From an optimization exercise on the open Yosys and OpenROAD flow, aimed at a short achievable clock period and few clock cycles; shortcuts taken in it are not production practice. At most, simulation tests tie the RTL to the original design; equivalence was not proved. Function not checked in run 2: the RTL went through the layout flow alone. The clock port is modelled as an ideal driver; clocking choices that lean on that would not hold on a real chip. Power figures rest on the tool's default switching activity, not on a simulated workload.

$ cat design.v
module adder
  #(parameter Width = 32)
  ( input [Width-1:0] in1,
    input [Width-1:0] in2,
    output [Width-1:0] out
  );
  assign out = in1 + in2;
endmodule
module alu
  #(parameter Width = 32)
  ( input [Width-1:0] in1, in2,
    input [5:0] aluop,
    output reg [Width-1:0] out,
    output reg zero
  );
  parameter OPR_ADD = 6'b100000;
  parameter OPR_SUB = 6'b100010;
  always @(in1, in2, aluop)
  begin
    case(aluop)
    OPR_ADD : out = in1 + in2;
    OPR_SUB : out = in1 - in2;
    default : out = 0;
    endcase
    zero = out == 0;
  end
endmodule
module bitdemux
  #(parameter LogNum = 3)
  ( input i,
    input [LogNum - 1:0] s,
    output reg [2**LogNum-1:0] o
  );
  parameter Num = 2**LogNum;
  always @(i, s)
  begin : switch_block
    integer k;
    for(k = 0; k < Num; k = k + 1)
      o[k] = (k == s) ? i : 0;
  end
endmodule
module left_shifter #(parameter LogWidth = 5) (
  input[2**LogWidth-1:0] in,
  input[LogWidth-1:0] shamt,
  output[2**LogWidth-1:0] out
);
  assign out = in << shamt;
endmodule
module mux2
  #(parameter Width = 32)
  ( input [Width-1:0] i0, i1,
    input s,
    output [Width-1:0] o
  );
  assign o = (s ? i1 : i0);
endmodule
module mux8
  #(parameter Width = 32)
  ( input [Width-1:0] i0, i1, i2, i3, i4, i5, i6, i7,
    input [2:0] s,
    output reg [Width-1:0] o
  );
  always @(s, i0, i1, i2, i3, i4, i5, i6, i7)
    case(s)
    3'd0: o = i0;
    3'd1: o = i1;
    3'd2: o = i2;
    3'd3: o = i3;
    3'd4: o = i4;
    3'd5: o = i5;
    3'd6: o = i6;
    3'd7: o = i7;
    default: o = 0;
    endcase
endmodule
module register
  #(parameter Width = 32)
  ( input [Width-1:0] in,
    output reg [Width-1:0] out,
    input load, clock, reset
  );
  always @(posedge clock, posedge reset)
    if(reset) out <= 0;
    else if(load) out <= in;
endmodule
module register_file
  ( input [4:0] raddr1, raddr2, waddr,
    input [31:0] wdata,
    input write, clock, reset,
    output [31:0] rdata1, rdata2
  );
  wire [7:0] l;
  wire [31:0] rout0, rout1, rout2, rout3, rout4, rout5, rout6, rout7;
  bitdemux bdm(.i(write), .s(waddr[2:0]), .o(l));
  register r0(.in(wdata), .out(rout0), .load(l[0]), .clock(clock), .reset(reset));
  register r1(.in(wdata), .out(rout1), .load(l[1]), .clock(clock), .reset(reset));
  register r2(.in(wdata), .out(rout2), .load(l[2]), .clock(clock), .reset(reset));
  register r3(.in(wdata), .out(rout3), .load(l[3]), .clock(clock), .reset(reset));
  register r4(.in(wdata), .out(rout4), .load(l[4]), .clock(clock), .reset(reset));
  register r5(.in(wdata), .out(rout5), .load(l[5]), .clock(clock), .reset(reset));
  register r6(.in(wdata), .out(rout6), .load(l[6]), .clock(clock), .reset(reset));
  register r7(.in(wdata), .out(rout7), .load(l[7]), .clock(clock), .reset(reset));
  mux8 m1(
    .i0(rout0),
    .i1(rout1),
    .i2(rout2),
    .i3(rout3),
    .i4(rout4),
    .i5(rout5),
    .i6(rout6),
    .i7(rout7),
    .s(raddr1[2:0]),
    .o(rdata1)
  );
  mux8 m2(
    .i0(rout0),
    .i1(rout1),
    .i2(rout2),
    .i3(rout3),
    .i4(rout4),
    .i5(rout5),
    .i6(rout6),
    .i7(rout7),
    .s(raddr2[2:0]),
    .o(rdata2)
  );
endmodule
module sign_ext #(parameter src = 16, dest = 32)
(
    input [src-1:0] in,
    output [dest-1:0] out
);
    assign out = { {(dest-src){in[src-1]}}, in};
endmodule
module zero_ext #(parameter src = 16, dest = 32)
(
    input [src-1:0] in,
    output [dest-1:0] out
);
    assign out = { {(dest-src){1'b0}}, in};
endmodule
module op_aut (
  input clock, reset,
  input pc_load,
  input rd_mux_s,
  input write,
  input op2_mux_s,
  input[5:0] alu_funct,
  input branch_mux_s,
  input j_mux_s,
  output[31:0] imem_addr,
  input[31:0] imem_data,
  output rf_we,
  output[2:0] rf_waddr,
  output[31:0] rf_wdata,
  output[5:0] opcode,
  output[5:0] funct,
  output zero
);
  wire[31:0] pc_out, pc_adder_out,
             instruction;
  wire[4:0] rs, rt, rd, rd_mux_out;
  wire[15:0] imm;
  wire[25:0] j_imm;
  wire[31:0] rdata1, rdata2, imm_data, imm_shifted, op2_data, alu_result;
  wire[31:0] branch_adder_out, branch_result;
  wire[31:0] j_imm_data, j_imm_shifted;
  wire[31:0] new_pc;
  register pc(.in(new_pc), .out(pc_out), .load(pc_load), .clock(clock), .reset(reset));
  adder pc_adder(.in1(pc_out), .in2(32'h04), .out(pc_adder_out));
  assign imem_addr = pc_out;
  assign instruction = imem_data;
  assign opcode = instruction[31:26];
  assign funct = instruction[5:0];
  assign rs = instruction[25:21];
  assign rt = instruction[20:16];
  assign rd = instruction[15:11];
  assign imm = instruction[15:0];
  assign j_imm = instruction[25:0];
  mux2 #(.Width(5)) rd_mux(.i0(rt), .i1(rd), .s(rd_mux_s), .o(rd_mux_out));
  assign rf_we = write;
  assign rf_waddr = rd_mux_out[2:0];
  assign rf_wdata = alu_result;
  register_file regs(.raddr1(rs), .raddr2(rt), .waddr(rd_mux_out), .wdata(alu_result),
                     .write(write), .clock(clock), .reset(reset),
                     .rdata1(rdata1), .rdata2(rdata2));
  sign_ext #(.src(16), .dest(32)) imm_ext(.in(imm), .out(imm_data));
  mux2 op2_mux(.i0(rdata2), .i1(imm_data), .s(op2_mux_s), .o(op2_data));
  alu alu_inst(.in1(rdata1), .in2(op2_data), .aluop(alu_funct), .out(alu_result), .zero(zero));
  left_shifter imm_shifter(.in(imm_data), .shamt(5'b00010), .out(imm_shifted));
  adder branch_adder(.in1(pc_adder_out), .in2(imm_shifted), .out(branch_adder_out));
  mux2 branch_mux(.i0(pc_adder_out), .i1(branch_adder_out), .s(branch_mux_s), .o(branch_result));
  zero_ext #(.src(26), .dest(32)) j_imm_ext(.in(j_imm), .out(j_imm_data));
  left_shifter j_imm_shifter(.in(j_imm_data), .shamt(5'b00010), .out(j_imm_shifted));
  mux2 j_mux(.i0(branch_result), .i1(j_imm_shifted), .s(j_mux_s), .o(new_pc));
endmodule
module fsm (
  input clock, reset,
  input [5:0] opcode,
  input [5:0] funct,
  input zero,
  output reg pc_load,
  output reg write,
  output reg [5:0] alu_funct,
  output reg rd_mux_s, op2_mux_s, branch_mux_s, j_mux_s
);
  reg[2:0] state;
  parameter IF = 3'd0;
  parameter ID = 3'd1;
  parameter EX = 3'd2;
  parameter MA = 3'd3;
  parameter WB = 3'd4;
  parameter OP_R = 6'b000000;
  parameter OP_ADDI = 6'b001000;
  parameter OP_BEQ = 6'b000100;
  parameter OP_J = 6'b000010;
  parameter OPR_ADD = 6'b100000;
  parameter OPR_SUB = 6'b100010;
  always @(posedge clock, posedge reset)
  begin
    if (reset)
    begin
      state <= IF;
      pc_load <= 0;
      write <= 0;
      alu_funct <= 0;
      rd_mux_s <= 1;
      op2_mux_s <= 0;
      branch_mux_s <= 0;
      j_mux_s <= 0;
    end
    else
    begin
      case (state)
      IF:
      begin
        pc_load <= 0;
        write <= 0;
        alu_funct <= 0;
        rd_mux_s <= 1;
        op2_mux_s <= 0;
        branch_mux_s <= 0;
        j_mux_s <= 0;
        state <= ID;
      end
      ID:
      begin
        case (opcode)
        OP_R:
        begin
          alu_funct <= funct;
          state <= EX;
        end
        OP_ADDI:
        begin
          alu_funct <= OPR_ADD;
          rd_mux_s <= 0;
          op2_mux_s <= 1;
          state <= EX;
        end
        OP_BEQ:
        begin
          alu_funct <= OPR_SUB;
          rd_mux_s <= 1;
          state <= EX;
        end
        OP_J:
        begin
          j_mux_s <= 1;
          pc_load <= 1;
          state <= IF;
        end
        endcase
      end
      EX:
      begin
        case (opcode)
        OP_R, OP_ADDI: state <= WB;
        OP_BEQ:
        begin
          branch_mux_s <= zero;
          pc_load <= 1;
          state <= IF;
        end
        endcase
      end
      MA:;
      WB:
      begin
        write <= 1;
        pc_load <= 1;
        state <= IF;
      end
      default: state <= IF;
      endcase
    end
  end
endmodule
module mips_mc #(parameter NRC = 3) (
  input clock,
  input reset,
  output [31:0] imem_addr,
  input [31:0] imem_data,
  output rf_we,
  output [2:0] rf_waddr,
  output [31:0] rf_wdata
);
  reg [29:0] pc_q;                  
  reg        v_d;                   
  reg        vb_d;                  
  reg        btd_d;                 
  reg        isi_d, sub_d, wr_d;
  reg [2:0]  wa_d;
  reg [7:0]  sa_d, sb_d;            
  reg        swa_d, swb_d;          
  reg        depa_d, depb_d;        
  reg [15:0] imm_d;
  reg [29:0] pcp1_d;                
  reg [29:0] pcm1_d;                
  reg        jf_d;                  
  reg [25:0] jt_d;                  
  reg [NRC-1:0] rc_v;
  reg [29:0] rc_key [0:NRC-1];
  reg [29:0] rc_tgt [0:NRC-1];
  reg [1:0]  rc_ptr;
  reg        fill_e, fj_e;          
  reg [29:0] fkey_e;
  reg [25:0] jt_e;
  reg [31:0] a_e, b_e;
  reg        sub_e, we_e, vb_e;
  reg [2:0]  wa_e;
  reg [29:0] tgt_e;                 
  reg        we_w;
  reg [7:0]  wen_w;                 
  reg [2:0]  wa_w;
  reg [31:0] wd_w;
  reg [31:0] rf [0:7];
  wire [31:0] alu_e   = a_e + b_e + {31'd0, sub_e};
  wire        taken_e = vb_e & (a_e == b_e);
  reg [31:0] rfa_d, rfb_d;
  integer i;
  always @* begin
    rfa_d = {32{swa_d}} & wd_w;
    rfb_d = {32{swb_d}} & wd_w;
    for (i = 0; i < 8; i = i + 1) begin
      rfa_d = rfa_d | ({32{sa_d[i]}} & rf[i]);
      rfb_d = rfb_d | ({32{sb_d[i]}} & rf[i]);
    end
  end
  wire [31:0] sext_d = {{16{imm_d[15]}}, imm_d};
  wire [31:0] opa_d = depa_d ? alu_e : rfa_d;
  wire [31:0] opb_d = depb_d ? alu_e : rfb_d;
  wire [5:0]  op_f  = imem_data[31:26];
  wire        isr_f = (op_f == 6'b000000);
  wire        isi_f = (op_f == 6'b001000);
  wire        isb_f = (op_f == 6'b000100);
  wire        isj_f = (op_f == 6'b000010);
  wire [5:0]  fn_f  = imem_data[5:0];
  wire        fadd_f = (fn_f == 6'b100000);
  wire        fsub_f = (fn_f == 6'b100010);
  wire        zero_f = isr_f & ~fadd_f & ~fsub_f;    
  wire [2:0]  rs_f = imem_data[23:21];
  wire [2:0]  rt_f = imem_data[18:16];
  wire [2:0]  rd_f = imem_data[13:11];
  wire        same_f = (rs_f == rt_f);
  wire        bt_f  = isb_f & same_f;                
  wire        ua_f = ~zero_f;                        
  wire        ub_f = ~zero_f & ~isi_f;               
  wire        wa_hit_f = we_e & (wa_e == rs_f);
  wire        wb_hit_f = we_e & (wa_e == rt_f);
  wire        wr_now_d = v_d & wr_d;
  wire        ea_hit_f = wr_now_d & (wa_d == rs_f);
  wire        eb_hit_f = wr_now_d & (wa_d == rt_f);
  wire [29:0] pcp1_f = pc_q + 30'd1;
  wire [NRC-1:0] rc_hit;
  genvar g;
  generate for (g = 0; g < NRC; g = g + 1) begin : rc_look
    assign rc_hit[g] = rc_v[g] & (rc_key[g] == pc_q);
  end endgenerate
  reg [29:0] rc_t;
  integer m;
  always @* begin
    rc_t = 30'd0;
    for (m = 0; m < NRC; m = m + 1) rc_t = rc_t | ({30{rc_hit[m]}} & rc_tgt[m]);
  end
  wire [29:0] seq_n = (|rc_hit) ? rc_t : pcp1_f;
  wire [29:0] tgt_d = pcp1_d + {{14{imm_d[15]}}, imm_d};
  wire        btd_f = bt_f;
  wire        redir_f = isj_f;
  wire [29:0] pc_n = taken_e ? tgt_e :
                     btd_d   ? tgt_d :
                     isj_f   ? {4'b0000, imem_data[25:0]} : seq_n;
  wire [29:0] rc_ft = fj_e ? {4'b0000, jt_e} : tgt_e;
  assign imem_addr = {pc_q, 2'b00};
  assign rf_we     = we_w;
  assign rf_waddr  = wa_w;
  assign rf_wdata  = wd_w;
  integer k;
  always @(posedge clock, posedge reset) begin
    if (reset) begin
      pc_q   <= 30'd0;
      v_d    <= 1'b0;
      vb_d   <= 1'b0;
      btd_d  <= 1'b0;
      isi_d  <= 1'b0;
      sub_d  <= 1'b0;
      wr_d   <= 1'b0;
      wa_d   <= 3'd0;
      sa_d   <= 8'd0;
      sb_d   <= 8'd0;
      swa_d  <= 1'b0;
      swb_d  <= 1'b0;
      depa_d <= 1'b0;
      depb_d <= 1'b0;
      imm_d  <= 16'd0;
      pcp1_d <= 30'd0;
      pcm1_d <= 30'd0;
      jf_d   <= 1'b0;
      jt_d   <= 26'd0;
      rc_v   <= {NRC{1'b0}};
      rc_ptr <= 2'd0;
      fill_e <= 1'b0;
      fj_e   <= 1'b0;
      fkey_e <= 30'd0;
      jt_e   <= 26'd0;
      for (k = 0; k < NRC; k = k + 1) begin
        rc_key[k] <= 30'd0;
        rc_tgt[k] <= 30'd0;
      end
      a_e    <= 32'd0;
      b_e    <= 32'd0;
      sub_e  <= 1'b0;
      we_e   <= 1'b0;
      vb_e   <= 1'b0;
      wa_e   <= 3'd0;
      tgt_e  <= 30'd0;
      we_w   <= 1'b0;
      wen_w  <= 8'd0;
      wa_w   <= 3'd0;
      wd_w   <= 32'd0;
      for (k = 0; k < 8; k = k + 1) rf[k] <= 32'd0;
    end else begin
      pc_q   <= pc_n;
      v_d    <= ~taken_e & ~btd_d & ~redir_f;
      vb_d   <= ~taken_e & ~btd_d & isb_f & ~same_f;
      btd_d  <= ~taken_e & ~btd_d & btd_f;
      isi_d  <= isi_f;
      sub_d  <= isr_f & fsub_f;
      wr_d   <= isr_f | isi_f;
      wa_d   <= isr_f ? rd_f : rt_f;
      for (k = 0; k < 8; k = k + 1) begin
        sa_d[k] <= ua_f & ~wa_hit_f & (rs_f == k);
        sb_d[k] <= ub_f & ~wb_hit_f & (rt_f == k);
      end
      swa_d  <= ua_f & wa_hit_f;
      swb_d  <= ub_f & wb_hit_f;
      depa_d <= ua_f & ea_hit_f;
      depb_d <= ub_f & eb_hit_f;
      imm_d  <= imem_data[15:0];
      pcp1_d <= pcp1_f;
      pcm1_d <= pc_q - 30'd1;
      jf_d   <= isj_f;
      jt_d   <= imem_data[25:0];
      fill_e <= jf_d | btd_d;
      fj_e   <= jf_d;
      fkey_e <= pcm1_d;
      jt_e   <= jt_d;
      if (fill_e) begin
        rc_v[rc_ptr]   <= 1'b1;
        rc_key[rc_ptr] <= fkey_e;
        rc_tgt[rc_ptr] <= rc_ft;
        rc_ptr <= (rc_ptr == NRC - 1) ? 2'd0 : rc_ptr + 2'd1;
      end
      a_e   <= opa_d;
      b_e   <= (opb_d ^ {32{sub_d}}) | ({32{isi_d}} & sext_d);
      sub_e <= sub_d;
      we_e  <= ~taken_e & v_d & wr_d;
      vb_e  <= ~taken_e & vb_d;
      wa_e  <= wa_d;
      tgt_e <= tgt_d;
      we_w <= we_e;
      for (k = 0; k < 8; k = k + 1) wen_w[k] <= we_e & (wa_e == k);
      wa_w <= wa_e;
      wd_w <= alu_e;
      for (k = 0; k < 8; k = k + 1) if (wen_w[k]) rf[k] <= wd_w;
    end
  end
endmodule
$ cat flow/run.sh
#!/bin/bash
# The standard ORFS layout (the standard.sh), with these changes:
#  - repair_timing aims at a 2.5 ns period instead of stopping at 0 slack on
#    the 9 ns clock (SETUP_SLACK_MARGIN 6.5; the SDC is unchanged);
#  - synthesis leaves additions to ABC instead of mapping full/half-adder
#    cells (ADDER_MAP_FILE empty), and ABC and the resizer avoid the slow
#    4-high stacked gates and the delay cells (added to DONT_USE_CELLS);

# Each tool's output goes to the ORFS logs; make's output to standard.log.
here=$(pwd)
base="sky130_fd_sc_hd__probe_p_8 sky130_fd_sc_hd__probec_p_8 sky130_fd_sc_hd__lpflow_bleeder_1 sky130_fd_sc_hd__lpflow_clkbufkapwr_1 sky130_fd_sc_hd__lpflow_clkbufkapwr_16 sky130_fd_sc_hd__lpflow_clkbufkapwr_2 sky130_fd_sc_hd__lpflow_clkbufkapwr_4 sky130_fd_sc_hd__lpflow_clkbufkapwr_8 sky130_fd_sc_hd__lpflow_clkinvkapwr_1 sky130_fd_sc_hd__lpflow_clkinvkapwr_16 sky130_fd_sc_hd__lpflow_clkinvkapwr_2 sky130_fd_sc_hd__lpflow_clkinvkapwr_4 sky130_fd_sc_hd__lpflow_clkinvkapwr_8 sky130_fd_sc_hd__lpflow_decapkapwr_12 sky130_fd_sc_hd__lpflow_decapkapwr_3 sky130_fd_sc_hd__lpflow_decapkapwr_4 sky130_fd_sc_hd__lpflow_decapkapwr_6 sky130_fd_sc_hd__lpflow_decapkapwr_8 sky130_fd_sc_hd__lpflow_inputiso0n_1 sky130_fd_sc_hd__lpflow_inputiso0p_1 sky130_fd_sc_hd__lpflow_inputiso1n_1 sky130_fd_sc_hd__lpflow_inputiso1p_1 sky130_fd_sc_hd__lpflow_inputisolatch_1 sky130_fd_sc_hd__lpflow_isobufsrc_1 sky130_fd_sc_hd__lpflow_isobufsrc_16 sky130_fd_sc_hd__lpflow_isobufsrc_2 sky130_fd_sc_hd__lpflow_isobufsrc_4 sky130_fd_sc_hd__lpflow_isobufsrc_8 sky130_fd_sc_hd__lpflow_isobufsrckapwr_16 sky130_fd_sc_hd__lpflow_lsbuf_lh_hl_isowell_tap_1 sky130_fd_sc_hd__lpflow_lsbuf_lh_hl_isowell_tap_2 sky130_fd_sc_hd__lpflow_lsbuf_lh_hl_isowell_tap_4 sky130_fd_sc_hd__lpflow_lsbuf_lh_isowell_4 sky130_fd_sc_hd__lpflow_lsbuf_lh_isowell_tap_1 sky130_fd_sc_hd__lpflow_lsbuf_lh_isowell_tap_2 sky130_fd_sc_hd__lpflow_lsbuf_lh_isowell_tap_4"
extra=""
for c in or4_1 or4_2 or4_4 or4b_1 or4b_2 or4b_4 or4bb_1 or4bb_2 or4bb_4 \
         nor4_1 nor4_2 nor4_4 nor4b_1 nor4b_2 nor4b_4 nor4bb_1 nor4bb_2 nor4bb_4 \
         o41a_1 o41a_2 o41a_4 o41ai_1 o41ai_2 o41ai_4 a41o_1 a41o_2 a41o_4 a41oi_1 a41oi_2 a41oi_4 \
         clkdlybuf4s15_1 clkdlybuf4s15_2 clkdlybuf4s18_1 clkdlybuf4s18_2 clkdlybuf4s25_1 clkdlybuf4s25_2 \
         clkdlybuf4s50_1 clkdlybuf4s50_2 dlygate4sd1_1 dlygate4sd2_1 dlygate4sd3_1 \
         dlymetal6s2s_1 dlymetal6s4s_1 dlymetal6s6s_1; do
  extra="$extra sky130_fd_sc_hd__$c"
done
bash standard.sh \
  SETUP_SLACK_MARGIN=6.5 \
  ADDER_MAP_FILE= \
  "DONT_USE_CELLS=$base$extra" \
  finish > "$here/standard.log" 2>&1
$ cat standard.sh
#!/bin/bash
# synth_recipe.tcl (not shown) runs the flow's synth.tcl, then flattens the netlist and writes it again
# the make line also repeats each setting of config.mk as NAME=value (left out here)
make -C /OpenROAD-flow-scripts/flow DESIGN_CONFIG=/design/flow/config.mk WORK_HOME=/design/flow/orfs CLKGATE_MAP_FILE= SYNTH_SCRIPT=/design/flow/synth_recipe.tcl "${@:-finish}"
$ cat config.mk
export PLATFORM = sky130hd
export DESIGN_NAME = mips_mc
export DESIGN_NICKNAME = mips_mc
export VERILOG_FILES = /design/flow/design.v
export SDC_FILE = /design/flow/constraint.sdc
export NUM_CORES = 4
export LEC_CHECK = 0
export ABC_CLOCK_PERIOD_IN_PS = 2500
export CAP_MARGIN = 20
export CORE_MARGIN = 2
export CORE_UTILIZATION = 40
export SLEW_MARGIN = 20
$ cat constraint.sdc
create_clock -name core_clock -period 9.0 [get_ports {clock}]
set_input_delay 1.8000 -clock core_clock [delete_from_list [all_inputs] [get_ports {clock}]]
set_output_delay 1.8000 -clock core_clock [all_outputs]
set_load 0.01 [all_outputs]
==> tab_implementation.tex, run 1 <==
\begin{tabular}{lr}
\hline
Metric & Value \\
\hline
\multicolumn{2}{l}{\textbf{Outcome}} \\
Outcome & finished clean \\
\multicolumn{2}{l}{\textbf{Floorplan}} \\
Floorplan die height & approximately 310 um \\
Die area & roughly 0.094 mm\^{}2 \\
Initial Utilization & about two fifths \\
Number of ports placed on the die boundary & approximately 100 \\
Die span in x & about 300 um \\
Core area & about 0.091 mm\^{}2 \\
Number of rows in the core area & 111 \\
\multicolumn{2}{l}{\textbf{Clock tree}} \\
Number of sinks on the clock net & 788 \\
Cts bufs inserted & 88 \\
H-tree depth & 3 \\
Clock latency of the later-clocked register in the worst-skew pair & about 660 ps \\
TritonCTS clock tree & done \\
Hold-fix buffers at CTS & 0 \\
Root Buffer Master & sky130\_fd\_sc\_hd\_\_clkbuf\_16 \\
Clock Tree Buf Depth & 3 \\
CTS clk-pin slew, worst paths & about 60 ps \\
\multicolumn{2}{l}{\textbf{Logic synthesis}} \\
Syn Area/Cell & 11.15 um\^{}2 \\
Proportion of register bits with asynchronous set or reset after synthesis & 100.0\% \\
Summed instance area of the synthesized netlist & between 0.03 and 0.04 mm\^{}2 \\
Number of distinct standard cells referenced by the synthesized netlist & between 90 and 100 \\
Register area share after synthesis & 53.58\% \\
Top cells by area in the synthesized netlist & sky130\_fd\_sc\_hd\_\_dfrtp\_1, sky130\_fd\_sc\_hd\_\_mux2\_2, sky130\_fd\_sc\_hd\_\_xnor2\_1, sky130\_fd\_sc\_hd\_\_nand2\_1, sky130\_fd\_sc\_hd\_\_a22oi\_1 \\
Share of Yosys cell area claimed by the top area cell type & 53.58\% \\
Library cell with the highest instance count after synthesis & sky130\_fd\_sc\_hd\_\_dfrtp\_1 \\
Total number of yosys warnings & 4 \\
Post-Synthesis Cells & around 3300 \\
Flop and latch count out of synthesis & approximately 790 \\
Number of flops mapped to enable cells by yosys & 0 \\
Main flop type after synthesis & sky130\_fd\_sc\_hd\_\_dfrtp\_1 \\
Cell types with the highest counts after synthesis & sky130\_fd\_sc\_hd\_\_dfrtp\_1, sky130\_fd\_sc\_hd\_\_nand2\_1, sky130\_fd\_sc\_hd\_\_mux2\_2 \\
Cell taking the most area after synthesis & sky130\_fd\_sc\_hd\_\_dfrtp\_1 \\
\multicolumn{2}{l}{\textbf{Power}} \\
Leak Pwr & a little over 20 nW \\
Power per cell area & between 200 and 250 mW/mm\^{}2 \\
Max VDD drop & about 180 uV \\
Power Total & 10.65 mW \\
\multicolumn{2}{l}{\textbf{Route}} \\
TritonRoute pass-1 iters & 9 \\
Post-DRT Antenna Nets & 0 \\
Number of vias after detailed routing & around 30000 \\
Post-DR vias/cell & between 6 and 7 \\
Post-route DRC & 0 \\
WL final & 126400 um \\
Wire length per cell & $\sim$25 um \\
First DRT Iteration DRCs & about 3700 \\
\multicolumn{2}{l}{\textbf{Setup path}} \\
Buf/Inv on CP & 1 \\
CP max stage delay & 520 ps \\
Worst Setup End Kind & primary output \\
Kind of start point of the critical path & flip-flop \\
Worst Path Arrival & around 1300 ps \\
Dominant delay contributor by cell family on the critical path & flip-flops \\
CP Cell Sequence & buf\_6 \\
Biggest fanout along the worst timing path & 2 \\
Critical setup path kind & reg -> out \\
WP data required & a little over 7000 ps \\
Master of the slowest instance on the critical path & sky130\_fd\_sc\_hd\_\_dfrtp\_4 \\
\multicolumn{2}{l}{\textbf{Global routing}} \\
Global-route wire length before repair & around 190000 um \\
Global-route total usage across every layer & around 26\% \\
Final global-route overflow total & 0 \\
Initial antenna violation count & 3 \\
Via count of the first global-routing pass & between 20000 and 30000 \\
Largest net degree at the start of global routing & around 160 \\
\multicolumn{2}{l}{\textbf{STA}} \\
Final TNS setup & 0 ps \\
Final number of setup-violating endpoints & 0 \\
Worst slew margin relative to its limit & around 22\% \\
Minimum clock period after layout & 3119 ps \\
Tcrit/Tclk final & between 30\% and 40\% \\
Final worst setup slack & slightly below 6000 ps \\
Transition time at the pin with the least slew margin & 1164 ps \\
RSZ-0062 raised after global routing & yes \\
Total count of max-transition violations in the final report & 0 \\
Final Hold Fails & 0 \\
Maximum clock frequency & around 0.32 GHz \\
Final setup skew & between 30 and 40 ps \\
\multicolumn{2}{l}{\textbf{Final layout}} \\
Syn-to-layout area delta & 26.99\% \\
Count of placed standard cells in the final layout, fillers left out & 4958 \\
Nets & around 3700 \\
Antenna Diode Count & 0 \\
Fraction of layout instances using a drive strength above 1 & about 33\% \\
\multicolumn{2}{l}{\textbf{Place}} \\
HPWL after DPL & a little over 70000 um \\
Number of input and output port buffers inserted & 99 \\
Dpl ws & 4947 ps \\
Number of placed cells counting well taps & between 4000 and 5000 \\
Final estimated routing congestion in global placement & about 0.93 \\
\multicolumn{2}{l}{\textbf{Min path}} \\
Min-Delay Path Class & reg -> reg \\
\multicolumn{2}{l}{\textbf{Job}} \\
Number of max-cap violations & 0 \\
\hline
\end{tabular}
==> report_power, final <==
group	internal (mW)	switching, mW
logic	1.03	1.30
clock network	2.34	1.52
registers	4.02	0.444
total	7.39	3.27
==> cell type report <==
| type | instances | area [um^2] |
|---|---|---|
| repair inverters | 1 | 5.005 |
| fillers | 7818 | 44650 |
| flip-flops and latches | 788 | 19870 |
| clock inverters | 30 | 513.0 |
| well taps | 1186 | 1484 |
| clock buffers | 127 | 2581 |
| multi-input cells | 2208 | 18000 |
| inverters | 47 | 181.4 |
| repair buffers | 571 | 4103 |
==> kinds of logic after synthesis <==
logic type                 count (synthesis)  synth area share, %
and+or+nand+nor                          837                10.69
DFF                                      788                53.58
AOI/OAI and AO/OA                        686                13.54
muxes                                    362                10.96
buffers and inverters                    313                3.471
xor gates and xnor gates                 287                6.953
adders and majority gates                 28               0.7990
other                                      1              0.01019
==> sequential cells by signal, summed over array words and instances (netlist names), 2 cells and up <==
name,count
rf,256
rc_key,90
rc_tgt,90
a_e,32
b_e,32
wd_w,32
fkey_e,30
pc_q,30
pcm1_d,30
tgt_e,30
pcp1_d,29
jt_d,26
jt_e,26
sa_d,8
sb_d,8
wen_w,8
rc_v,3
wa_d,3
wa_e,3
wa_w,3
rc_ptr,2
==> worst paths after layout <==
kind / startpoint / end / slack [ps] / cells after the start
max: pc_q[18] / imem_addr[20] / 5880 / 1
min: jt_d[17] / jt_e[17] / 330 / 0
max reg2reg: pc_q[4] / pcm1_d[14] / 5980 / 21
min reg2reg: jt_d[17] / jt_e[17] / 330 / 0
max in group asynchronous: reset / wd_w[12] / 6610 / 4
min in group asynchronous: reset / rf[4][7] / 1340 / 2
==> cell usage in the layout (no fill, tap or decap), types with 13 or more instances in the layout <==
cell type                     n
sky130_fd_sc_hd__mux2_2     325
sky130_fd_sc_hd__nor2_4      15
sky130_fd_sc_hd__a22oi_1    129
sky130_fd_sc_hd__clkbuf_1    18
sky130_fd_sc_hd__buf_2       92
sky130_fd_sc_hd__a22o_1      53
sky130_fd_sc_hd__buf_4       23
sky130_fd_sc_hd__maj3_2      14
sky130_fd_sc_hd__buf_6      150
sky130_fd_sc_hd__maj3_1      14
sky130_fd_sc_hd__xnor2_1    169
sky130_fd_sc_hd__nor3_1      81
sky130_fd_sc_hd__xor2_1      38
sky130_fd_sc_hd__clkbuf_16   94
sky130_fd_sc_hd__o21ai_0    109
sky130_fd_sc_hd__a221oi_1    13
sky130_fd_sc_hd__a21oi_1     78
sky130_fd_sc_hd__a21oi_2     38
sky130_fd_sc_hd__nand3_1     97
sky130_fd_sc_hd__buf_1      251
sky130_fd_sc_hd__nor2_1     114
sky130_fd_sc_hd__mux2i_1     32
sky130_fd_sc_hd__clkbuf_8    19
sky130_fd_sc_hd__inv_1       36
sky130_fd_sc_hd__o211ai_1    17
sky130_fd_sc_hd__a31oi_1     22
sky130_fd_sc_hd__nand2_1    322
sky130_fd_sc_hd__nand2b_1    23
sky130_fd_sc_hd__a222oi_1    94
sky130_fd_sc_hd__nand4_1     39
sky130_fd_sc_hd__xnor2_2     45
sky130_fd_sc_hd__a311oi_2    13
sky130_fd_sc_hd__dfrtp_2    109
sky130_fd_sc_hd__clkbuf_2    18
sky130_fd_sc_hd__dfrtp_1    675
sky130_fd_sc_hd__nor3_4      14
==> through the flow <==
stage	hold WS, ps	area [um^2]	utilization, %
after floorplan	331.2	37200	-
after CTS	338.6	45260	49.53
after detailed placement	334.7	38190	41.79
after global placement	331.0	38190	41.79
after global routing	347.2	46730	51.14
final	332.9	46730	51.14
==> per-layer routing <==
metal	GRT usage, %	wire length, um
met1	34.89	51750
met2	40.62	58200
met3	4.969	10710
met5	0	27
met4	10.18	5706
==> timing repair <==
item	in CTS	in global routing
setup endpoints to repair	897	529
resized for setup	608	254
pin swaps	151	151
gates cloned	13	6
buffers inserted	331	83
Testbench counts, summed over its fixed seeds: cycles 29,161.
==> run 2, diff against run 1 <==
--- a/design.v
+++ b/design.v
@@ -296,7 +296,7 @@
     end
   end
 endmodule
-module mips_mc #(parameter NRC = 3) (
+module mips_mc #(parameter NRC = 3, parameter PCW = 12) (
   input clock,
   input reset,
   output [31:0] imem_addr,
@@ -305,7 +305,9 @@
   output [2:0] rf_waddr,
   output [31:0] rf_wdata
 );
-  reg [29:0] pc_q;                  
+  reg [PCW-1:0] pc_q;               
+  reg [PCW-1:0] pcn_q;              
+  wire [PCW-1:0] pc_i = ~pcn_q;
   reg        v_d;                   
   reg        vb_d;                  
   reg        btd_d;                 
@@ -315,24 +317,25 @@
   reg        swa_d, swb_d;          
   reg        depa_d, depb_d;        
   reg [15:0] imm_d;
-  reg [29:0] pcp1_d;                
-  reg [29:0] pcm1_d;                
+  reg [PCW-1:0] pcp1_d;                
+  reg [PCW-1:0] pcm1_d;                
   reg        jf_d;                  
-  reg [25:0] jt_d;                  
+  reg [PCW-1:0] jt_d;                  
   reg [NRC-1:0] rc_v;
-  reg [29:0] rc_key [0:NRC-1];
-  reg [29:0] rc_tgt [0:NRC-1];
+  reg [PCW-1:0] rc_key [0:NRC-1];
+  reg [PCW-1:0] rc_tgt [0:NRC-1];
   reg [1:0]  rc_ptr;
   reg        fill_e, fj_e;          
-  reg [29:0] fkey_e;
-  reg [25:0] jt_e;
+  reg [PCW-1:0] fkey_e;
+  reg [PCW-1:0] jt_e;
   reg [31:0] a_e, b_e;
   reg        sub_e, we_e, vb_e;
   reg [2:0]  wa_e;
-  reg [29:0] tgt_e;                 
+  reg [PCW-1:0] tgt_e;                 
   reg        we_w;
+  reg [2:0]  wa_o;                  
+  reg [31:0] wd_o;
   reg [7:0]  wen_w;                 
-  reg [2:0]  wa_w;
   reg [31:0] wd_w;
   reg [31:0] rf [0:7];
   wire [31:0] alu_e   = a_e + b_e + {31'd0, sub_e};
@@ -350,11 +353,10 @@
   wire [31:0] sext_d = {{16{imm_d[15]}}, imm_d};
   wire [31:0] opa_d = depa_d ? alu_e : rfa_d;
   wire [31:0] opb_d = depb_d ? alu_e : rfb_d;
-  wire [5:0]  op_f  = imem_data[31:26];
-  wire        isr_f = (op_f == 6'b000000);
-  wire        isi_f = (op_f == 6'b001000);
-  wire        isb_f = (op_f == 6'b000100);
-  wire        isj_f = (op_f == 6'b000010);
+  wire        isi_f = imem_data[29];
+  wire        isb_f = imem_data[28];
+  wire        isj_f = imem_data[27];
+  wire        isr_f = ~imem_data[29] & ~imem_data[28] & ~imem_data[27];
   wire [5:0]  fn_f  = imem_data[5:0];
   wire        fadd_f = (fn_f == 6'b100000);
   wire        fsub_f = (fn_f == 6'b100010);
@@ -371,34 +373,35 @@
   wire        wr_now_d = v_d & wr_d;
   wire        ea_hit_f = wr_now_d & (wa_d == rs_f);
   wire        eb_hit_f = wr_now_d & (wa_d == rt_f);
-  wire [29:0] pcp1_f = pc_q + 30'd1;
+  wire [PCW-1:0] pcp1_f = pc_i + 1'b1;
   wire [NRC-1:0] rc_hit;
   genvar g;
   generate for (g = 0; g < NRC; g = g + 1) begin : rc_look
-    assign rc_hit[g] = rc_v[g] & (rc_key[g] == pc_q);
+    assign rc_hit[g] = rc_v[g] & (rc_key[g] == pc_i);
   end endgenerate
-  reg [29:0] rc_t;
+  reg [PCW-1:0] rc_t;
   integer m;
   always @* begin
-    rc_t = 30'd0;
-    for (m = 0; m < NRC; m = m + 1) rc_t = rc_t | ({30{rc_hit[m]}} & rc_tgt[m]);
+    rc_t = {PCW{1'b0}};
+    for (m = 0; m < NRC; m = m + 1) rc_t = rc_t | ({PCW{rc_hit[m]}} & rc_tgt[m]);
   end
-  wire [29:0] seq_n = (|rc_hit) ? rc_t : pcp1_f;
-  wire [29:0] tgt_d = pcp1_d + {{14{imm_d[15]}}, imm_d};
+  wire [PCW-1:0] seq_n = (|rc_hit) ? rc_t : pcp1_f;
+  wire [PCW-1:0] tgt_d = pcp1_d + imm_d[PCW-1:0];
   wire        btd_f = bt_f;
   wire        redir_f = isj_f;
-  wire [29:0] pc_n = taken_e ? tgt_e :
-                     btd_d   ? tgt_d :
-                     isj_f   ? {4'b0000, imem_data[25:0]} : seq_n;
-  wire [29:0] rc_ft = fj_e ? {4'b0000, jt_e} : tgt_e;
-  assign imem_addr = {pc_q, 2'b00};
+  wire [PCW-1:0] pc_e = taken_e ? tgt_e : btd_d ? tgt_d : seq_n;
+  wire           jsel = isj_f & ~taken_e & ~btd_d;
+  wire [PCW-1:0] pc_n = jsel ? imem_data[PCW-1:0] : pc_e;
+  wire [PCW-1:0] rc_ft = fj_e ? jt_e : tgt_e;
+  assign imem_addr = {{(30-PCW){1'b0}}, pc_q, 2'b00};
   assign rf_we     = we_w;
-  assign rf_waddr  = wa_w;
-  assign rf_wdata  = wd_w;
+  assign rf_waddr  = wa_o;
+  assign rf_wdata  = wd_o;
   integer k;
   always @(posedge clock, posedge reset) begin
     if (reset) begin
-      pc_q   <= 30'd0;
+      pc_q   <= {PCW{1'b0}};
+      pcn_q  <= {PCW{1'b1}};
       v_d    <= 1'b0;
       vb_d   <= 1'b0;
       btd_d  <= 1'b0;
@@ -412,35 +415,21 @@
       swb_d  <= 1'b0;
       depa_d <= 1'b0;
       depb_d <= 1'b0;
-      imm_d  <= 16'd0;
-      pcp1_d <= 30'd0;
-      pcm1_d <= 30'd0;
       jf_d   <= 1'b0;
-      jt_d   <= 26'd0;
       rc_v   <= {NRC{1'b0}};
       rc_ptr <= 2'd0;
       fill_e <= 1'b0;
       fj_e   <= 1'b0;
-      fkey_e <= 30'd0;
-      jt_e   <= 26'd0;
-      for (k = 0; k < NRC; k = k + 1) begin
-        rc_key[k] <= 30'd0;
-        rc_tgt[k] <= 30'd0;
-      end
-      a_e    <= 32'd0;
-      b_e    <= 32'd0;
       sub_e  <= 1'b0;
       we_e   <= 1'b0;
       vb_e   <= 1'b0;
       wa_e   <= 3'd0;
-      tgt_e  <= 30'd0;
       we_w   <= 1'b0;
       wen_w  <= 8'd0;
-      wa_w   <= 3'd0;
-      wd_w   <= 32'd0;
       for (k = 0; k < 8; k = k + 1) rf[k] <= 32'd0;
     end else begin
       pc_q   <= pc_n;
+      pcn_q  <= ~pc_n;
       v_d    <= ~taken_e & ~btd_d & ~redir_f;
       vb_d   <= ~taken_e & ~btd_d & isb_f & ~same_f;
       btd_d  <= ~taken_e & ~btd_d & btd_f;
@@ -456,33 +445,38 @@
       swb_d  <= ub_f & wb_hit_f;
       depa_d <= ua_f & ea_hit_f;
       depb_d <= ub_f & eb_hit_f;
-      imm_d  <= imem_data[15:0];
-      pcp1_d <= pcp1_f;
-      pcm1_d <= pc_q - 30'd1;
       jf_d   <= isj_f;
-      jt_d   <= imem_data[25:0];
       fill_e <= jf_d | btd_d;
       fj_e   <= jf_d;
-      fkey_e <= pcm1_d;
-      jt_e   <= jt_d;
       if (fill_e) begin
-        rc_v[rc_ptr]   <= 1'b1;
-        rc_key[rc_ptr] <= fkey_e;
-        rc_tgt[rc_ptr] <= rc_ft;
+        rc_v[rc_ptr] <= 1'b1;
         rc_ptr <= (rc_ptr == NRC - 1) ? 2'd0 : rc_ptr + 2'd1;
       end
-      a_e   <= opa_d;
-      b_e   <= (opb_d ^ {32{sub_d}}) | ({32{isi_d}} & sext_d);
       sub_e <= sub_d;
       we_e  <= ~taken_e & v_d & wr_d;
       vb_e  <= ~taken_e & vb_d;
       wa_e  <= wa_d;
-      tgt_e <= tgt_d;
       we_w <= we_e;
       for (k = 0; k < 8; k = k + 1) wen_w[k] <= we_e & (wa_e == k);
-      wa_w <= wa_e;
-      wd_w <= alu_e;
       for (k = 0; k < 8; k = k + 1) if (wen_w[k]) rf[k] <= wd_w;
     end
   end
+  always @(posedge clock) begin
+    imm_d  <= imem_data[15:0];
+    pcp1_d <= pcp1_f;
+    pcm1_d <= pc_i - 1'b1;
+    jt_d   <= imem_data[PCW-1:0];
+    fkey_e <= pcm1_d;
+    jt_e   <= jt_d;
+    if (fill_e) begin
+      rc_key[rc_ptr] <= fkey_e;
+      rc_tgt[rc_ptr] <= rc_ft;
+    end
+    a_e   <= opa_d;
+    b_e   <= (opb_d ^ {32{sub_d}}) | ({32{isi_d}} & sext_d);
+    tgt_e <= tgt_d;
+    wd_w  <= alu_e;
+    wa_o  <= wa_e;
+    wd_o  <= alu_e;
+  end
 endmodule
--- a/flow/run.sh
+++ b/flow/run.sh
@@ -5,8 +5,6 @@
 #  - synthesis leaves additions to ABC instead of mapping full/half-adder
 #    cells (ADDER_MAP_FILE empty), and ABC and the resizer avoid the slow
 #    4-high stacked gates and the delay cells (added to DONT_USE_CELLS);
-
-# Each tool's output goes to the ORFS logs; make's output to standard.log.
 here=$(pwd)
 base="sky130_fd_sc_hd__probe_p_8 sky130_fd_sc_hd__probec_p_8 sky130_fd_sc_hd__lpflow_bleeder_1 sky130_fd_sc_hd__lpflow_clkbufkapwr_1 sky130_fd_sc_hd__lpflow_clkbufkapwr_16 sky130_fd_sc_hd__lpflow_clkbufkapwr_2 sky130_fd_sc_hd__lpflow_clkbufkapwr_4 sky130_fd_sc_hd__lpflow_clkbufkapwr_8 sky130_fd_sc_hd__lpflow_clkinvkapwr_1 sky130_fd_sc_hd__lpflow_clkinvkapwr_16 sky130_fd_sc_hd__lpflow_clkinvkapwr_2 sky130_fd_sc_hd__lpflow_clkinvkapwr_4 sky130_fd_sc_hd__lpflow_clkinvkapwr_8 sky130_fd_sc_hd__lpflow_decapkapwr_12 sky130_fd_sc_hd__lpflow_decapkapwr_3 sky130_fd_sc_hd__lpflow_decapkapwr_4 sky130_fd_sc_hd__lpflow_decapkapwr_6 sky130_fd_sc_hd__lpflow_decapkapwr_8 sky130_fd_sc_hd__lpflow_inputiso0n_1 sky130_fd_sc_hd__lpflow_inputiso0p_1 sky130_fd_sc_hd__lpflow_inputiso1n_1 sky130_fd_sc_hd__lpflow_inputiso1p_1 sky130_fd_sc_hd__lpflow_inputisolatch_1 sky130_fd_sc_hd__lpflow_isobufsrc_1 sky130_fd_sc_hd__lpflow_isobufsrc_16 sky130_fd_sc_hd__lpflow_isobufsrc_2 sky130_fd_sc_hd__lpflow_isobufsrc_4 sky130_fd_sc_hd__lpflow_isobufsrc_8 sky130_fd_sc_hd__lpflow_isobufsrckapwr_16 sky130_fd_sc_hd__lpflow_lsbuf_lh_hl_isowell_tap_1 sky130_fd_sc_hd__lpflow_lsbuf_lh_hl_isowell_tap_2 sky130_fd_sc_hd__lpflow_lsbuf_lh_hl_isowell_tap_4 sky130_fd_sc_hd__lpflow_lsbuf_lh_isowell_4 sky130_fd_sc_hd__lpflow_lsbuf_lh_isowell_tap_1 sky130_fd_sc_hd__lpflow_lsbuf_lh_isowell_tap_2 sky130_fd_sc_hd__lpflow_lsbuf_lh_isowell_tap_4"
 extra=""
@@ -18,8 +16,8 @@
          dlymetal6s2s_1 dlymetal6s4s_1 dlymetal6s6s_1; do
   extra="$extra sky130_fd_sc_hd__$c"
 done
-bash standard.sh \
-  SETUP_SLACK_MARGIN=6.5 \
-  ADDER_MAP_FILE= \
-  "DONT_USE_CELLS=$base$extra" \
-  finish > "$here/standard.log" 2>&1
+args=(SETUP_SLACK_MARGIN=6.5 ADDER_MAP_FILE= "DONT_USE_CELLS=$base$extra")
+bash standard.sh "${args[@]}" cts > "$here/standard.log" 2>&1 || exit 1
+odb=$(ls -d "$here"/orfs/results/*/*/*/4_cts.odb)
+ODB="$odb" openroad -no_init -exit "$here/flow/clock_root.tcl" > "$here/clock_root.log" 2>&1 || exit 1
+bash standard.sh "${args[@]}" finish >> "$here/standard.log" 2>&1
==> flow/clock_root.tcl (new file) <==
read_db $::env(ODB)
set block [ord::get_db_block]
set port_net [$block findNet clock]
set sinks [$port_net getITerms]
if {[llength $sinks] != 1} { puts "CLOCKROOT: port drives [llength $sinks] pins, left as is"; exit 0 }
set root [[lindex $sinks 0] getInst]
set out_net ""
foreach it [$root getITerms] {
  if {[$it isOutputSignal]} { set out_net [$it getNet] }
}
set loads {}
foreach it [$out_net getITerms] {
  if {[$it getInst] != $root} { lappend loads $it }
}
if {[llength $loads] > 4 || [llength $loads] == 0} { puts "CLOCKROOT: root drives [llength $loads] pins, left as is"; exit 0 }
foreach it $loads {
  if {![string match "*clkbuf*" [[[$it getInst] getMaster] getName]]} { puts "CLOCKROOT: root drives a non-buffer, left as is"; exit 0 }
}
foreach it $loads { $it disconnect; $it connect $port_net }
puts "CLOCKROOT: removed [$root getName] ([[$root getMaster] getName]); port now drives [llength $loads] buffers"
odb::dbInst_destroy $root
odb::dbNet_destroy $out_net
write_db $::env(ODB)
==> run 2 against run 1 <==
Routed wire length shrank 36%; cell area shrank 32%; synthesized cell count shrank 32%; highest routed layer is now met4; largest cell class unchanged; non-clock buffer count shrank 249.
==> tab_implementation.tex, run 2 <==
\begin{tabular}{lr}
\hline
Metric & Value \\
\hline
\multicolumn{2}{l}{\textbf{Clock tree}} \\
Hold-fix buffers at CTS & 0 (unchanged) \\
Clock latency of the later-clocked register in the worst-skew pair & 470 ps (-190 ps) \\
Clock Tree Buf Depth & 3 (unchanged) \\
Root Buffer Master & sky130\_fd\_sc\_hd\_\_clkbuf\_16 \\
TritonCTS clock tree & done \\
Number of sinks on the clock net & 578 (-27\%) \\
Cts bufs inserted & 61 (-31\%) \\
CTS clk-pin slew, worst paths & 60 ps (about the same) \\
H-tree depth & 2 (-1) \\
\multicolumn{2}{l}{\textbf{STA}} \\
Final setup skew & 36.50 ps (+5.975 ps) \\
Total count of max-transition violations in the final report & 0 (unchanged) \\
Final TNS setup & 0 ps (unchanged) \\
Worst slew margin relative to its limit & 20.02\% (-2.4 points) \\
Final Hold Fails & 0 (unchanged) \\
Final worst setup slack & 6143 ps (+261.5 ps) \\
Transition time at the pin with the least slew margin & 1200 ps (+35.81 ps) \\
Tcrit/Tclk final & 31.75\% (-2.9 points) \\
Final number of setup-violating endpoints & 0 (unchanged) \\
Maximum clock frequency & 0.3500 GHz (+9.2\%) \\
RSZ-0062 raised after global routing & yes \\
Minimum clock period after layout & 2857 ps (-261.5 ps) \\
\multicolumn{2}{l}{\textbf{Job}} \\
Number of max-cap violations & 0 (unchanged) \\
\multicolumn{2}{l}{\textbf{Min path}} \\
Worst hold start & pcm1\_d[5] \\
Min-Delay Path Class & reg -> reg \\
Worst Hold Path Cells & 0 (unchanged) \\
Worst hold path endpoint & fkey\_e[5] \\
\multicolumn{2}{l}{\textbf{Logic synthesis}} \\
Proportion of register bits with asynchronous set or reset after synthesis & 57.44\% (-43 points) \\
Number of flops mapped to enable cells by yosys & 72 (+72) \\
Top cells by area in the synthesized netlist & sky130\_fd\_sc\_hd\_\_dfrtp\_1, sky130\_fd\_sc\_hd\_\_dfxtp\_1, sky130\_fd\_sc\_hd\_\_mux2\_2, sky130\_fd\_sc\_hd\_\_edfxtp\_1, sky130\_fd\_sc\_hd\_\_a22oi\_1 \\
Total number of yosys warnings & 2 (-2) \\
Summed instance area of the synthesized netlist & 0.02602 mm\^{}2 (-29\%) \\
Share of Yosys cell area claimed by the top area cell type & 30.77\% (-23 points) \\
Register area share after synthesis & 53.68\% (+0.099 points) \\
Flop and latch count out of synthesis & 578 (-27\%) \\
Library cell with the highest instance count after synthesis & sky130\_fd\_sc\_hd\_\_dfrtp\_1 \\
Main flop type after synthesis & sky130\_fd\_sc\_hd\_\_dfrtp\_1 \\
Post-Synthesis Cells & 2255 (-32\%) \\
Cell types with the highest counts after synthesis & sky130\_fd\_sc\_hd\_\_dfrtp\_1, sky130\_fd\_sc\_hd\_\_mux2\_2, sky130\_fd\_sc\_hd\_\_dfxtp\_1 \\
Number of distinct standard cells referenced by the synthesized netlist & 80 (-14\%) \\
Syn Area/Cell & 11.54 um\^{}2 (+3.5\%) \\
Cell taking the most area after synthesis & sky130\_fd\_sc\_hd\_\_dfrtp\_1 \\
\multicolumn{2}{l}{\textbf{Power}} \\
Design internal power & 6.727 mW (-8.9\%) \\
Fraction of power consumed by sequential logic & 44.3\% (+2.4 points) \\
Switching power as a share of total power & 34.67\% (+4.0 points) \\
Power Total & 10.30 mW (-3.3\%) \\
Clock group share of total power & 24.4\% (-12 points) \\
Leak Pwr & 12.83 nW (-37\%) \\
Power per cell area & 322.9 mW/mm\^{}2 (+42\%) \\
Part of the total power dissipated in combinational logic & 31.3\% (+9.4 points) \\
Max VDD drop & 216.8 uV (+22\%) \\
Switching pwr & 3.570 mW (+9.3\%) \\
\multicolumn{2}{l}{\textbf{Global routing}} \\
Largest net degree at the start of global routing & 113 (-30\%) \\
Final global-route overflow total & 0 (unchanged) \\
Met2 GRT Util & 37.24\% (-3.4 points) \\
Gr busiest metal & met2 \\
Grt met1 use & 32.17\% (-2.7 points) \\
Via count of the first global-routing pass & 19930 (-32\%) \\
Global-route total usage across every layer & 23.41\% (-2.3 points) \\
GR met3 Demand/Resource & 4.589\% (-0.38 points) \\
Initial antenna violation count & 0 (-3) \\
Global-route wire length before repair & 121200 um (-35\%) \\
\multicolumn{2}{l}{\textbf{Final layout}} \\
Count of placed standard cells in the final layout, fillers left out & 3364 (-32\%) \\
Register with the most flip-flops & rf \\
Syn-to-layout area delta & 22.55\% \\
Top Registers & rf x256, rc\_key x36, rc\_tgt x36 \\
Number of fill cells & 5597 (-28\%) \\
Top library cells by usage in the layout, fill and taps aside & sky130\_fd\_sc\_hd\_\_dfrtp\_1, sky130\_fd\_sc\_hd\_\_mux2\_2, sky130\_fd\_sc\_hd\_\_buf\_1 \\
Nets & 2490 (-33\%) \\
Max reg flops & 256 (unchanged) \\
Fraction of layout instances using a drive strength above 1 & 34.72\% (+1.8 points) \\
Finished Cell Area & 0.03189 mm\^{}2 (-32\%) \\
Leading cell type in the layout, fill and taps excluded & sky130\_fd\_sc\_hd\_\_dfrtp\_1 \\
FF+latch area & 0.01417 mm\^{}2 (-29\%) \\
Antenna Diode Count & 0 (unchanged) \\
Multi-input gate area in the final layout & 0.01237 mm\^{}2 (-31\%) \\
\multicolumn{2}{l}{\textbf{Setup path}} \\
Buf/Inv on CP & 1 (unchanged) \\
Worst Setup End Kind & flip-flop \\
Capture instance of the worst register-to-register path & a\_e[26] \\
Setup slack of the worst register-to-register path & 6140 ps (+160 ps) \\
Cell depth of the worst flop-to-flop path & 11 (-48\%) \\
WP data required & 9330 ps (+2130 ps) \\
Reg-to-reg critical path startpoint & sub\_e \\
Critical setup path kind & reg -> reg \\
CP Cell Sequence & maj3\_2, maj3\_2, o211ai\_4, a211oi\_4, o21ba\_4, o311ai\_4, buf\_6, a21boi\_4, o211ai\_1, nand3\_1, mux2\_4 \\
CP max stage delay & 380 ps (-140 ps) \\
Biggest fanout along the worst timing path & 3 (+1) \\
Worst Path Arrival & 3190 ps (+1870 ps) \\
Dominant delay contributor by cell family on the critical path & compound AO/OA/AOI/OAI gates \\
Cell occurring most often along the worst timing path & sky130\_fd\_sc\_hd\_\_maj3\_2 \\
Master of the slowest instance on the critical path & sky130\_fd\_sc\_hd\_\_dfrtp\_1 \\
Kind of start point of the critical path & flip-flop \\
\multicolumn{2}{l}{\textbf{Floorplan}} \\
Die span in x & 259.1 um (-16\%) \\
Die area & 0.06711 mm\^{}2 (-29\%) \\
Number of ports placed on the die boundary & 102 (unchanged) \\
Initial Utilization & 40.44\% (+0.17 points) \\
Core area & 0.06435 mm\^{}2 (-30\%) \\
Number of rows in the core area & 93 (-16\%) \\
Floorplan die height & 259.1 um (-16\%) \\
\multicolumn{2}{l}{\textbf{Outcome}} \\
Outcome & finished clean \\
\multicolumn{2}{l}{\textbf{Route}} \\
Post-DR vias/cell & 5.938 (-1.5\%) \\
Wire length per cell & 24.03 um (-5.7\%) \\
First DRT Iteration DRCs & 2377 (-36\%) \\
Post-DRT Antenna Nets & 0 (unchanged) \\
Post-route DRC & 0 (unchanged) \\
Number of vias after detailed routing & 19970 (-33\%) \\
WL final & 80850 um (-36\%) \\
TritonRoute pass-1 iters & 7 (-2) \\
\multicolumn{2}{l}{\textbf{Place}} \\
Number of input and output port buffers inserted & 74 (-25\%) \\
Final estimated routing congestion in global placement & 0.8644 (-6.7\%) \\
Number of placed cells counting well taps & 3035 (-31\%) \\
Dpl ws & 4972 ps (+24.84 ps) \\
Area after DPL & 0.02700 mm\^{}2 (-29\%) \\
HPWL after DPL & 46890 um (-33\%) \\
\hline
\end{tabular}
## run 2: changes by cell type after synthesis, moves of 33 or more
cell                       delta
sky130_fd_sc_hd__dfrtp_1    -468
sky130_fd_sc_hd__nand2_1    -241
sky130_fd_sc_hd__dfxtp_1    +174
sky130_fd_sc_hd__xnor2_1    -113
sky130_fd_sc_hd__o21ai_0    -101
sky130_fd_sc_hd__edfxtp_1    +72
sky130_fd_sc_hd__nor2_1      -46
sky130_fd_sc_hd__mux2_2      -44
sky130_fd_sc_hd__buf_2       -36
sky130_fd_sc_hd__clkbuf_1    -33
## run 2: cells by family (layout without fill, tap and decap cells)
group / count (synthesis) / count (layout) / share of synthesized area [%]
flops: 578 / 578 / 53.68
compound gates: 482 / 482 / 14.34
simple gates: 444 / 445 / 8.309
mux: 300 / 300 / 12.91
buf+inv: 254 / 488 / 4.029
xor+xnor: 178 / 178 / 5.991
fa+ha+maj: 18 / 18 / 0.7213
other cells: 1 / 20 / 0.01441
## run 2: layer usage
metal | vias to the layer above | routed length, um
li1 | 8689 | -
met1 | 10040 | 33530
met2 | 1029 | 37510
met3 | 220 | 7308
met4 | 0 | 2500
met5 | - | 0
## run 2: how the worst max path moves through the flow
stage                     startpoint            to  slack, ps  depth (start not counted)
after global placement         reset        depb_d       5050                          4
after floorplan                reset         btd_d       2780                          1
after global routing           sub_e       b_e[26]       6040                         12
after CTS                    pc_q[4]  imem_addr[6]       5960                          1
after detailed placement       reset      wen_w[5]       4970                          4
final                          sub_e       a_e[26]       6140                         11
## run 2: through the flow
step | hold slack (ps) | utilization, %
6_report | 325.9 | 49.56
5_1_grt | 329.8 | 49.56
4_1_cts | 326.8 | 47.94
3_5_place_dp | 312.1 | 41.96
3_3_place_gp | 312.5 | 41.96
2_1_floorplan | 309.6 | -
## run 2: area by class of cell
class,count,share of cell area [%]
Clock buffer,87,5.309
Multi-Input combinational cell,1443,38.79
Sequential cell,578,44.45
Timing Repair Buffer,322,6.341
Clock inverter,28,1.114
Timing Repair inverter,1,0.01569
Tap cell,855,3.355
Inverter,50,0.6239
## run 2: timing repair
action,4_1_cts,5_1_grt
cloned,2,1
pin swaps,70,107
gates resized for setup,326,218
buffers inserted,146,64
endpoints found under the setup margin,452,356
## run 2: worst reg2reg max path, cell delays in order (launching register included)
cell and delay, ps:
sky130_fd_sc_hd__dfrtp_1 380, sky130_fd_sc_hd__maj3_2 310, sky130_fd_sc_hd__maj3_2 370, sky130_fd_sc_hd__o211ai_4 210, sky130_fd_sc_hd__a211oi_4 120, sky130_fd_sc_hd__o21ba_4 230, sky130_fd_sc_hd__o311ai_4 230, sky130_fd_sc_hd__buf_6 160
sky130_fd_sc_hd__a21boi_4 60, sky130_fd_sc_hd__o211ai_1 240, sky130_fd_sc_hd__nand3_1 150, sky130_fd_sc_hd__mux2_4 280
## run 2: power groups by stage
| stage | Sequential, mW | Clock, mW | Combinational, mW |
|---|---|---|---|
| final | 4.56 | 2.52 | 3.22 |
| after global routing | 4.66 | 2.67 | 3.48 |
| after CTS | 4.49 | 2.61 | 2.89 |
| after detailed placement | 4.60 | 0 | 2.25 |
| after global placement | 4.55 | 0 | 2.20 |
| after floorplan | 4.18 | 0 | 1.96 |
==> run 3, diff against run 2 <==
--- a/design.v
+++ b/design.v
@@ -315,7 +315,9 @@
   reg [2:0]  wa_d;
   reg [7:0]  sa_d, sb_d;            
   reg        swa_d, swb_d;          
-  reg        depa_d, depb_d;        
+  reg        depa_d;                
+  reg        depbp_d, depbn_d;      
+  reg        subr_d;                
   reg [15:0] imm_d;
   reg [PCW-1:0] pcp1_d;                
   reg [PCW-1:0] pcm1_d;                
@@ -351,8 +353,9 @@
     end
   end
   wire [31:0] sext_d = {{16{imm_d[15]}}, imm_d};
-  wire [31:0] opa_d = depa_d ? alu_e : rfa_d;
-  wire [31:0] opb_d = depb_d ? alu_e : rfb_d;
+  wire [31:0] opa_d = ({32{depa_d}} & alu_e) | rfa_d;
+  wire [31:0] opb_d = ({32{depbp_d}} & alu_e) | ({32{depbn_d}} & ~alu_e) |
+                      (rfb_d ^ {32{subr_d}}) | ({32{isi_d}} & sext_d);
   wire        isi_f = imem_data[29];
   wire        isb_f = imem_data[28];
   wire        isj_f = imem_data[27];
@@ -414,7 +417,9 @@
       swa_d  <= 1'b0;
       swb_d  <= 1'b0;
       depa_d <= 1'b0;
-      depb_d <= 1'b0;
+      depbp_d <= 1'b0;
+      depbn_d <= 1'b0;
+      subr_d <= 1'b0;
       jf_d   <= 1'b0;
       rc_v   <= {NRC{1'b0}};
       rc_ptr <= 2'd0;
@@ -438,13 +443,15 @@
       wr_d   <= isr_f | isi_f;
       wa_d   <= isr_f ? rd_f : rt_f;
       for (k = 0; k < 8; k = k + 1) begin
-        sa_d[k] <= ua_f & ~wa_hit_f & (rs_f == k);
-        sb_d[k] <= ub_f & ~wb_hit_f & (rt_f == k);
+        sa_d[k] <= ua_f & ~ea_hit_f & ~wa_hit_f & (rs_f == k);
+        sb_d[k] <= ub_f & ~eb_hit_f & ~wb_hit_f & (rt_f == k);
       end
-      swa_d  <= ua_f & wa_hit_f;
-      swb_d  <= ub_f & wb_hit_f;
+      swa_d  <= ua_f & ~ea_hit_f & wa_hit_f;
+      swb_d  <= ub_f & ~eb_hit_f & wb_hit_f;
       depa_d <= ua_f & ea_hit_f;
-      depb_d <= ub_f & eb_hit_f;
+      depbp_d <= ub_f & eb_hit_f & ~(isr_f & fsub_f);
+      depbn_d <= ub_f & eb_hit_f & (isr_f & fsub_f);
+      subr_d <= isr_f & fsub_f & ~eb_hit_f;
       jf_d   <= isj_f;
       fill_e <= jf_d | btd_d;
       fj_e   <= jf_d;
@@ -473,7 +480,7 @@
       rc_tgt[rc_ptr] <= rc_ft;
     end
     a_e   <= opa_d;
-    b_e   <= (opb_d ^ {32{sub_d}}) | ({32{isi_d}} & sext_d);
+    b_e   <= opb_d;
     tgt_e <= tgt_d;
     wd_w  <= alu_e;
     wa_o  <= wa_e;
==> flow/clock_root.tcl (replaced) <==
read_db $::env(ODB)
set block [ord::get_db_block]
set port_net [$block findNet clock]
set sinks [$port_net getITerms]
if {[llength $sinks] != 1} { puts "CLOCKROOT: port drives [llength $sinks] pins, left as is"; exit 0 }
set root [[lindex $sinks 0] getInst]
set out_net ""
foreach it [$root getITerms] { if {[$it isOutputSignal]} { set out_net [$it getNet] } }
set loads {}
foreach it [$out_net getITerms] { if {[$it getInst] != $root} { lappend loads $it } }
if {[llength $loads] == 0} { puts "CLOCKROOT: root drives nothing, left as is"; exit 0 }
foreach it $loads {
  if {![string match "*clkbuf*" [[[$it getInst] getMaster] getName]]} { puts "CLOCKROOT: root drives a non-buffer, left as is"; exit 0 }
}
set moved 0
if {[llength $loads] > 4} {
  # centre of the buffers
  set sx 0; set sy 0
  foreach it $loads { lassign [[$it getInst] getLocation] x y; set sx [expr {$sx + $x}]; set sy [expr {$sy + $y}] }
  set cx [expr {double($sx) / [llength $loads]}]; set cy [expr {double($sy) / [llength $loads]}]
  # sort by angle around the centre, cut into 4 runs
  set byang {}
  foreach it $loads { lassign [[$it getInst] getLocation] x y; lappend byang [list [expr {atan2($y - $cy, $x - $cx)}] $it] }
  set byang [lsort -real -index 0 $byang]
  set n [llength $byang]
  set keep {}
  for {set g 0} {$g < 4} {incr g} {
    set lo [expr {($g * $n) / 4}]; set hi [expr {(($g + 1) * $n) / 4 - 1}]
    set grp {}
    for {set i $lo} {$i <= $hi} {incr i} { lappend grp [lindex [lindex $byang $i] 1] }
    set k [lindex $grp 0]
    set kinst [$k getInst]
    set knet ""
    foreach it [$kinst getITerms] { if {[$it isOutputSignal]} { set knet [$it getNet] } }
    set gx 0; set gy 0
    foreach it $grp { lassign [[$it getInst] getLocation] x y; set gx [expr {$gx + $x}]; set gy [expr {$gy + $y}] }
    foreach it [lrange $grp 1 end] {
      set inst [$it getInst]
      set onet ""
      foreach t [$inst getITerms] { if {[$t isOutputSignal]} { set onet [$t getNet] } }
      foreach t [$onet getITerms] { if {[$t getInst] != $inst} { $t disconnect; $t connect $knet } }
      foreach t [$onet getBTerms] { puts "CLOCKROOT: a buffer drives a port, left as is"; exit 0 }
      odb::dbInst_destroy $inst
      odb::dbNet_destroy $onet
    }
    $kinst setLocation [expr {int($gx / [llength $grp])}] [expr {int($gy / [llength $grp])}]
    lappend keep $k
    incr moved
  }
  set loads $keep
}
foreach it $loads { $it disconnect; $it connect $port_net }
puts "CLOCKROOT: removed [$root getName] ([[$root getMaster] getName]); port now drives [llength $loads] buffers (merged into $moved)"
odb::dbInst_destroy $root
odb::dbNet_destroy $out_net
if {$moved} {
  detailed_placement
  check_placement
}
write_db $::env(ODB)
==> run 3 against run 2 <==
Routed wire length up 8.4%; flip-flop and latch count up 2; synthesized cell count shrank 0.80%; clock skew is 7.1 ps lower.
==> tab_implementation.tex, run 3 <==
\begin{tabular}{lr}
\hline
Metric & Value \\
\hline
\multicolumn{2}{l}{\textbf{Logic synthesis}} \\
Top cells by area in the synthesized netlist & sky130\_fd\_sc\_hd\_\_dfrtp\_1, sky130\_fd\_sc\_hd\_\_dfxtp\_1, sky130\_fd\_sc\_hd\_\_mux2\_2, sky130\_fd\_sc\_hd\_\_edfxtp\_1, sky130\_fd\_sc\_hd\_\_xnor2\_1 \\
Flop and latch count out of synthesis & 580 (+0.35\%) \\
Post-Synthesis Cells & 2237 (-0.80\%) \\
Cell taking the most area after synthesis & sky130\_fd\_sc\_hd\_\_dfrtp\_1 \\
\multicolumn{2}{l}{\textbf{STA}} \\
RSZ-0062 raised after global routing & yes \\
Minimum clock period after layout & 2843 ps (-14.49 ps) \\
Final setup skew & 29.35 ps (-7.148 ps) \\
Final number of setup-violating endpoints & 0 (unchanged) \\
Final Hold Fails & 0 (unchanged) \\
Transition time at the pin with the least slew margin & 1274 ps (+74.20 ps) \\
\multicolumn{2}{l}{\textbf{Clock tree}} \\
Number of sinks on the clock net & 580 (+0.35\%) \\
TritonCTS clock tree & done \\
H-tree depth & 3 (+1) \\
\multicolumn{2}{l}{\textbf{Min path}} \\
Worst Hold Path Cells & 0 (unchanged) \\
\multicolumn{2}{l}{\textbf{Route}} \\
Wire length per cell & 25.83 um (+7.5\%) \\
\multicolumn{2}{l}{\textbf{Setup path}} \\
Kind of start point of the critical path & flip-flop \\
Cell depth of the worst flop-to-flop path & 18 (+7) \\
Worst Setup End Kind & primary output \\
CP Cell Sequence & buf\_6 \\
CP max stage delay & 420 ps (+40 ps) \\
\multicolumn{2}{l}{\textbf{Power}} \\
Part of the total power dissipated in combinational logic & 33.7\% (+2.4 points) \\
Switching pwr & 3.910 mW (+9.5\%) \\
Power Total & 10.98 mW (+6.6\%) \\
Switching power as a share of total power & 35.60\% (+0.93 points) \\
Power per cell area & 335.3 mW/mm\^{}2 (+3.8\%) \\
\multicolumn{2}{l}{\textbf{Place}} \\
Final estimated routing congestion in global placement & 0.9280 (+7.4\%) \\
Number of input and output port buffers inserted & 74 (unchanged) \\
\multicolumn{2}{l}{\textbf{Global routing}} \\
Global-route wire length before repair & 127800 um (+5.5\%) \\
Via count of the first global-routing pass & 20520 (+2.9\%) \\
\multicolumn{2}{l}{\textbf{Final layout}} \\
FF+latch area & 0.01422 mm\^{}2 (+0.34\%) \\
Count of placed standard cells in the final layout, fillers left out & 3393 (+0.86\%) \\
Top Registers & rf x256, rc\_key x36, rc\_tgt x36 \\
\multicolumn{2}{l}{\textbf{Floorplan}} \\
Die span in x & 260.3 um (+0.47\%) \\
\multicolumn{2}{l}{\textbf{Outcome}} \\
Outcome & finished clean \\
\hline
\end{tabular}
-- run 3: cell types whose count changed after synthesis, sizes merged, moves of 11 or more --
cell	delta
a21oi	-28
nand2	+12
nand4	+28
a21o	+14
nor3	-47
mux2	-11
a22oi	-24
o21ai	+12
mux2i	+21
a221oi	+51
nand3	-22
inv	-27
a22o	-22
-- run 3: metal layers --
metal	track usage (%)	part of all wire, %	vias up	wire length (um)
met2	39.91	47	1128	40800
li1	-	-	8821	-
met1	33.13	40	10440	35210
met3	4.817	9.1	258	8003
met4	10.56	4.1	0	3610
met5	0	0	-	0
-- run 3: final timing paths --
| check | from | to |
|---|---|---|
| worst min register to register | pcm1_d[11] | fkey_e[11] |
| min in group asynchronous | reset | wen_w[4] |
| worst min-delay path | pcm1_d[11] | fkey_e[11] |
| worst max register to register | jt_d[1] | pc_q[2] |
| max in group asynchronous | reset | rf[1][18] |
| worst max-delay path | pc_q[6] | imem_addr[8] |
-- run 3: metrics by stage --
stage	util, %	area, um^2
4_1_cts	48.78	31560
3_5_place_dp	42.18	27290
3_3_place_gp	42.18	27290
2_1_floorplan	-	26640
6_report	50.61	32750
5_1_grt	50.61	32740
-- run 3: kinds of logic (layout without fill, tap and decap cells) --
family                     after synthesis  count (layout)  share of synthesized area (%)
other                                    1              22                        0.01428
and+or+nand+nor                        432             435                          8.278
buffers and inverters                  216             493                          3.472
DFF                                    580             580                          53.37
muxes                                  310             310                          13.12
adders and majority gates               26              26                          1.038
AOI/OAI and AO/OA                      484             484                          14.36
xor gates and xnor gates               188             188                          6.354
-- run 3: power by group through the flow --
stage                     registers (mW)  logic, mW  clock network, mW
after floorplan                     4.21       2.13                  0
after global placement              4.58       2.47                  0
after detailed placement            4.63       2.52                  0
after CTS                           4.56       3.27               2.86
after global routing                4.72       3.96               2.80
final                               4.62       3.70               2.66
-- run 3: layout make-up --
cell class	instances	area share [%]
antenna	2	0.01528
clock buffer	100	5.732
clock inverter	19	0.8750
inverter	21	0.3095
multi-input combinational	1463	39.60
sequential	580	43.44
tap	855	3.267
timing repair buffer	351	6.725
timing repair inverter	2	0.03821
-- run 3: what timing repair did --
item,CTS,global route
gates resized for setup,363,228
pin swaps,88,97
endpoints found under the setup margin,451,457
buffers inserted,164,71
gates cloned,4,2
Testbench counts of run 3, summed over its fixed seeds: cycles 29,161.

Check on run 3: ideal ports give 6.157 ns setup slack; a clkbuf_16 on the clock port and buf_2 on the inputs give 6.030 ns; moving port delays by the midpoint clock arrival (0.601 ns) as well gives 5.953 ns.
